What follows belongs to an exercise in optimizing a design on an open flow for small area; a production flow would make more cautious choices. In this exercise RTL edits were held to simulation tests only and were not proved equivalent to the original.

==> flow/design.v (excerpt) <==
module cpu_top (
    input         clk,
    input         rst_n,
    input  [3:0]  prog_nibble_in,
    input prog_nibble_in_valid,
    output [3:0]  prog_nibble_out,
    output        prog_out_valid,
    output        prog_done,
    output [11:0] mem_addr,
    output [31:0] mem_wdata,
    input  [31:0] mem_rdata,
    output        mem_wen,
    output        mem_cen
);
    wire [11:0] frame_addr;
    wire [7:0]  frame_cmd;
    wire [31:0] frame_wdata;
    wire        frame_valid;
    wire        frame_ready;
    wire        cmd_start;
    wire        cmd_busy;
    wire [31:0] cmd_result;
    wire        cmd_result_valid;
    wire        cmd_error;
    wire [1:0]  cmd_error_type;
    wire        serializer_busy;
    serial_interface u_serial_if (
        .clk            (clk),
        .rst_n          (rst_n),
        .prog_nibble_in (prog_nibble_in),
        .prog_nibble_in_valid (prog_nibble_in_valid),
        .frame_addr     (frame_addr),
        .frame_cmd      (frame_cmd),
        .frame_wdata    (frame_wdata),
        .frame_valid    (frame_valid),
        .frame_ready    (frame_ready)
    );
    cmd_controller u_cmd_ctrl (
        .clk                (clk),
        .rst_n              (rst_n),
        .frame_valid        (frame_valid),
        .frame_addr         (frame_addr),
        .frame_cmd          (frame_cmd),
        .frame_wdata        (frame_wdata),
        .frame_ready        (frame_ready),
        .cmd_start          (cmd_start),
        .cmd_busy           (cmd_busy),
        .cmd_result         (cmd_result),
        .cmd_result_valid   (cmd_result_valid),
        .cmd_error          (cmd_error),
        .cmd_error_type     (cmd_error_type),
	.serializer_busy    (serializer_busy),
        .mem_addr           (mem_addr),
        .mem_wdata          (mem_wdata),
        .mem_rdata          (mem_rdata),
        .mem_wen            (mem_wen),
        .mem_cen            (mem_cen)
  ...
clock: 250.0 ns
lec_check: 0
abc_area: 1
cap_margin: 20
core_margin: 2
core_utilization: 60
cts_buf_list: sky130_fd_sc_hd__clkbuf_8
cts_cluster_diameter: 60
cts_cluster_size: 16
slew_margin: 20
run.sh (not shown) runs the stock make flow with config.mk's settings and CLKGATE_MAP_FILE= SYNTH_SCRIPT=/design/flow/synth_recipe.tcl, a recipe that flattens the netlist after the stock synthesis.
Next try:
--- a/flow/config.mk
+++ b/flow/config.mk
@@ -9 +9 @@
-export CAP_MARGIN = 20
+export CAP_MARGIN = 0
@@ -15 +15,2 @@
-export SLEW_MARGIN = 20
+export GPL_TIMING_DRIVEN = 0
+export SLEW_MARGIN = 0
Effect: The changed run finished but failed the layout checks on capacitance limit, slew limit; flip-flop and latch count does not change; sequential share of layout area hardly moves; setup slack is worse by 4.4 ns; non-clock buffer count rises by 125.
Next try:
--- a/flow/config.mk
+++ b/flow/config.mk
@@ -9 +9 @@
-export CAP_MARGIN = 0
+export CAP_MARGIN = 20
@@ -12,5 +12 @@
-export CTS_BUF_LIST = sky130_fd_sc_hd__clkbuf_8
-export CTS_CLUSTER_DIAMETER = 60
-export CTS_CLUSTER_SIZE = 16
-export GPL_TIMING_DRIVEN = 0
-export SLEW_MARGIN = 0
+export SLEW_MARGIN = 20
With this change the flow produced a clean layout.
Hold slack is worse by 0.014 ns.
Die area is unchanged.
Global-route usage came out lower by 4.1 points.
Cell area barely changes.
Via count came out lower by 4.3%.
Non-clock buffer count came out lower by 124.
Next try:
--- a/flow/config.mk
+++ b/flow/config.mk
@@ -11,0 +12 @@
+export CTS_BUF_LIST = sky130_fd_sc_hd__clkbuf_4 sky130_fd_sc_hd__clkbuf_8
After rerunning: Critical path depth stays the same; die area is unchanged; worst setup slack got worse by 0.15 ns; hold slack barely changes; final cell count goes up by 0.51%; first-iteration DRC count goes up by 2.2%; core utilization barely changes; fmax barely changes; synthesized cell count stays the same.


fjord:
Starting RTL as in the previous note.
Settings: LEC_CHECK=0, ABC_AREA=1, CAP_MARGIN=20, CORE_MARGIN=2, CORE_UTILIZATION=60, SLEW_MARGIN=20; clock period 250.0 ns.
standard.sh (not shown) runs the stock make flow with config.mk's settings and CLKGATE_MAP_FILE= SYNTH_SCRIPT=/design/flow/synth_recipe.tcl, a recipe that flattens the netlist after the stock synthesis.
==> flow/flow/run.sh <==
#!/bin/bash
# Standard layout, with the port buffers made from the smallest buffer cell.
set -o pipefail
export BUFFER_PORTS_ARGS="-buffer_cell sky130_fd_sc_hd__buf_1"
cat standard.sh > standard_copy.log 2>&1
bash standard.sh > standard.log 2>&1
Inputs modified between fjord and maple:
==> flow/run.sh (new file) <==
#!/bin/bash
# synth_recipe.tcl (not shown) runs the flow's synth.tcl, then flattens the netlist and writes it again
# the make line also repeats each setting of config.mk as NAME=value (left out here)
make -C /OpenROAD-flow-scripts/flow DESIGN_CONFIG=/design/flow/config.mk WORK_HOME=/design/flow/orfs CLKGATE_MAP_FILE= SYNTH_SCRIPT=/design/flow/synth_recipe.tcl finish
--- a/flow/config.mk
+++ b/flow/config.mk
@@ -10,3 +10,6 @@
 export CORE_MARGIN = 2
 export CORE_UTILIZATION = 60
+export CTS_BUF_LIST = sky130_fd_sc_hd__clkbuf_8
+export CTS_CLUSTER_DIAMETER = 50
+export CTS_CLUSTER_SIZE = 10
 export SLEW_MARGIN = 20
removed: flow/flow/run.sh
removed: flow/standard.sh
==> notes.md <==
maple ended with every stage complete and zero timing, DRC or antenna violations.
Headroom to the max-slew limit ends up lower on maple.
Worst hold slack essentially unchanged between maple and fjord.
Compared with fjord, in maple pre-CTS setup slack saw a decrease; compound-cell area share of the yosys netlist stayed essentially flat.
Here is what was changed in the inputs of nickel compared with maple.
==> flow/flow/run.sh (new file) <==
#!/bin/bash
# The standard layout (standard.sh, unchanged), with the port buffers
# that global placement inserts made from the smallest buffer cell.
# standard.sh's full output (make and every ORFS step) goes to standard.log;
# ORFS's per-step logs stay under orfs/logs/.
set -o pipefail
export BUFFER_PORTS_ARGS="-buffer_cell sky130_fd_sc_hd__buf_1"
bash standard.sh > standard.log 2>&1
==> flow/standard.sh (new file) <==
#!/bin/bash
# synth_recipe.tcl (not shown) runs the flow's synth.tcl, then flattens the netlist and writes it again
# the make line also repeats each setting of config.mk as NAME=value (left out here)
make -C /OpenROAD-flow-scripts/flow DESIGN_CONFIG=/design/flow/config.mk WORK_HOME=/design/flow/orfs CLKGATE_MAP_FILE= SYNTH_SCRIPT=/design/flow/synth_recipe.tcl "${@:-finish}"
--- a/flow/config.mk
+++ b/flow/config.mk
@@ -11,5 +11,5 @@
 export CORE_UTILIZATION = 60
 export CTS_BUF_LIST = sky130_fd_sc_hd__clkbuf_8
-export CTS_CLUSTER_DIAMETER = 50
-export CTS_CLUSTER_SIZE = 10
+export CTS_CLUSTER_DIAMETER = 60
+export CTS_CLUSTER_SIZE = 16
 export SLEW_MARGIN = 20
removed: flow/run.sh
Results
- Relative to maple, the routed length per instance of nickel is lower by about 0.5%.
- Max-capacitance violation count came out exactly the same in maple and nickel.
- After detailed routing, maple needs more wire than nickel.
- The standard cells in nickel occupy less silicon area than those in maple do.
- When nickel is set beside maple, its worst max-slew margin expressed relative to the limit turns out to be 3.4 points larger.
### nickel -> sierra
==> flow/flow/run.sh <==
#!/bin/bash
# The standard layout (standard.sh, unchanged), with the port buffers
# made from the smallest buffer cell and no dummy loads in the clock tree.
set -o pipefail
export BUFFER_PORTS_ARGS="-buffer_cell sky130_fd_sc_hd__buf_1"
export CTS_ARGS="-sink_clustering_enable -repair_clock_nets -sink_clustering_size 16 -sink_clustering_max_diameter 60 -buf_list sky130_fd_sc_hd__clkbuf_8 -dont_use_dummy_load"
bash standard.sh > standard.log 2>&1
Notes after the runs:
- As far as die area goes, sierra and nickel are indistinguishable; the numbers are identical.
- The global-route wire length before repair on nickel is in line with that on sierra.
- Area of combinational cells with multiple inputs: sierra vs nickel — no meaningful difference
- Timing-limited maximum frequency: nickel vs sierra, no meaningful difference
- | shortest period the worst path allows | sierra vs nickel | 46 ps higher |
- sierra has less setup slack than nickel.
- Relative to nickel, the final standard cell count with taps included and fillers excluded of sierra is lower by 0.31%.
- Compared with nickel, in sierra final instance area decreased by about 0.5% relative to the old numbers, worst hold slack closely matched the old numbers.

separate check: timing with driven ports:
Ports are ideal in the flow. The routed layouts listed here were re-timed in OpenROAD. Step 1 assumes that a clkbuf_16 drives the clock port and a buf_2 every other input. Step 2 also shifts input and output timing later by t, the mid clock arrival at the registers, as if the neighbouring blocks saw the same clock. a / b / c = ideal ports / drivers / drivers and shift; a / b = the first two.
run	t (ns)	setup WS [ns]	clock arrival spread, ns	worst slew at a driven data input, ns	pins driven straight from the clock port
the first run of note 1	0.711	8.441 / 8.416 / 8.416	0.030 / 0.030	0.05	1
the second run of note 1	0.686	4.029 / 4.000 / 4.000	0.026 / 0.027	0.04	1
the third run of note 1	0.634	8.332 / 8.306 / 8.306	0.030 / 0.030	0.05	1
the fourth run of note 1	0.647	8.182 / 8.157 / 8.157	0.032 / 0.032	0.05	1
fjord	0.634	9.396 / 9.367 / 9.367	0.016 / 0.016	0.05	1
maple	0.733	8.392 / 8.367 / 8.367	0.042 / 0.042	0.05	1
nickel	0.701	9.404 / 9.375 / 9.375	0.028 / 0.028	0.05	1
sierra	0.671	9.358 / 9.329 / 9.329	0.088 / 0.087	0.05	1
